From an optimization exercise on the open Yosys and OpenROAD flow, aimed at small area, a short achievable clock period and few clock cycles per item; shortcuts taken in it are not production practice.
RTL that was checked went through simulation tests only; none was proved equivalent to the original.

==> flow/design.v <==
module non_restoring_div #(parameter N = 16) (
    input  logic clk, rst_n, start,
    input  logic [N-1:0] dividend, divisor,
    output logic [N-1:0] quotient, remainder,
    output logic ready
);
    localparam W = $clog2(N);
    function automatic logic [3:0] lead16(input logic [15:0] x);
        logic [3:0] v;
        logic [1:0] e [4];
        for (int k = 0; k < 4; k++) begin
            v[k] = |x[4*k +: 4];
            e[k] = x[4*k+3] ? 2'd3 : x[4*k+2] ? 2'd2 : x[4*k+1] ? 2'd1 : 2'd0;
        end
        lead16[3] = v[3] | v[2];
        lead16[2] = v[3] | (!v[2] & v[1]);
        lead16[1:0] = v[3] ? e[3] : v[2] ? e[2] : v[1] ? e[1] : e[0];
    endfunction
    function automatic logic [N:0] sub(input logic [N-1:0] x, y, input int M);
        logic [N-1:0] g, p;
        g = ~x & y;
        p = ~(x ^ y);
        for (int l = 0; (2 << l) <= M; l++)
            for (int i = 0; i < M; i++)
                if ((i + 1) % (2 << l) == 0) begin
                    g[i] = g[i] | (p[i] & g[i - (1 << l)]);
                    p[i] = p[i] & p[i - (1 << l)];
                end
        for (int l = $clog2(M) - 2; l >= 0; l--)
            for (int i = 0; i < M; i++)
                if ((i + 1) % (2 << l) == (1 << l) && i >= (2 << l)) begin
                    g[i] = g[i] | (p[i] & g[i - (1 << l)]);
                    p[i] = p[i] & p[i - (1 << l)];
                end
        sub = '0;
        sub[M] = g[M-1];
        sub[N-1:0] = x ^ y ^ {g[N-2:0], 1'b0};
    endfunction
    logic [N-1:0] r, d, q;
    logic [W-1:0] cnt;
    logic         busy, align;
    logic [N:0]   s;
    logic         below, accept, last;
    logic [W-1:0] amt;
    logic [N-1:0] rot;
    logic [N:0]   diff;
    assign s      = sub({{(N-W){1'b0}}, lead16(dividend)},
                        {{(N-W){1'b0}}, lead16(divisor)}, W);
    assign below  = s[W];
    assign accept = start && !busy && divisor != '0;
    logic step;
    assign step   = !align || cnt == '0;
    assign last   = align ? cnt == '0 : cnt == '1;
    assign amt    = cnt;
    logic [N-1:0] rot1, rot2, rot4;
    assign rot1 = amt[0] ? {d[N-2:0],    1'b0}  : d;
    assign rot2 = amt[1] ? {rot1[N-3:0], 2'b0}  : rot1;
    assign rot4 = amt[2] ? {rot2[N-5:0], 4'b0}  : rot2;
    assign rot  = amt[3] ? {rot4[N-9:0], 8'b0}  : rot4;
    assign diff   = sub(r, d, N);
    always_ff @(posedge clk or negedge rst_n) begin
        if (!rst_n) begin
            busy  <= 1'b0;
            ready <= 1'b0;
        end else if (accept) begin
            busy  <= !below;
            ready <= below;
        end else begin
            busy  <= busy && !last;
            ready <= busy && last;
        end
    end
    always_ff @(posedge clk) begin
        align <= !busy;
        if (!busy) begin
            r   <= dividend;
            d   <= divisor;
            q   <= '0;
            cnt <= s[W-1:0];
        end else begin
            if (step && !diff[N]) r <= diff[N-1:0];
            d   <= align ? rot : d >> 1;
            q   <= {q[N-2:0], step && !diff[N]};
            cnt <= cnt - 1'b1;
        end
    end
    assign quotient  = q;
    assign remainder = r;
endmodule
export LEC_CHECK = 0
export ABC_AREA = 1
export CAP_MARGIN = 20
export CORE_MARGIN = 2
export CORE_UTILIZATION = 50
export PLACE_DENSITY = 0.85
export SETUP_SLACK_MARGIN = 2.6
export SLEW_MARGIN = 20
create_clock -name core_clock -period 5.0 [get_ports {clk}]
standard.sh (not shown) runs the stock make flow with config.mk's settings and CLKGATE_MAP_FILE= SYNTH_SCRIPT=/design/flow/synth_recipe.tcl, a recipe that flattens the netlist after the stock synthesis.
==> flow/flow/run.sh <==
#!/bin/bash
set -euo pipefail
export BUFFER_PORTS_ARGS="-buffer_cell sky130_fd_sc_hd__buf_1"
bash standard.sh ADDER_MAP_FILE= finish > flow.log 2>&1
Testbench counts at the start, summed over its fixed seeds: cycles 14,351, items 3,200.
Next try:
--- a/flow/design.v
+++ b/flow/design.v
@@ -48,4 +48,6 @@
                         {{(N-W){1'b0}}, lead16(divisor)}, W);
     assign below  = s[W];
+    logic one;
+    assign one    = divisor == 1;
     assign accept = start && !busy && divisor != '0;
     logic step;
@@ -64,6 +66,6 @@
             ready <= 1'b0;
         end else if (accept) begin
-            busy  <= !below;
-            ready <= below;
+            busy  <= !below && !one;
+            ready <= below || one;
         end else begin
             busy  <= busy && !last;
@@ -74,7 +76,7 @@
         align <= !busy;
         if (!busy) begin
-            r   <= dividend;
+            r   <= one ? '0 : dividend;
             d   <= divisor;
-            q   <= '0;
+            q   <= one ? dividend : '0;
             cnt <= s[W-1:0];
         end else begin
Worst setup slack loses 0.13 ns.
Via count increases by a little under a tenth.
Cell count increases by a few percent.
Routed wire length increases by about a fifth.
Clock-buffer cell count stays the same.
No functional check of the RTL was part of the second run of this note.

[what the ideal ports hide]
How much do the figures lean on ideal ports? The routed layouts below were timed once more, with nothing changed but the port constraints. Step 1, drivers: a clkbuf_16 drives clk and a buf_2 each remaining input, both assumed. Step 2 also shifts input and output timing later by t, the mid clock arrival at the registers, as if the neighbouring blocks saw the same clock. Slacks: ideal / step 1 / step 2; pairs: ideal / step 1.
run | t (ns) | setup WS [ns] | worst setup path after step 2 | cell pins on the clock port's net
the first run | 0.351 | 2.798 / 2.802 / 2.458 | input to register | 1
the second run | 0.344 | 2.667 / 2.676 / 2.332 | input to register | 1
After both steps every run listed still meets setup and hold. For the first run, which loses most, drivers alone change the setup slack by +0.004 ns; drivers and shift together by -0.340 ns.
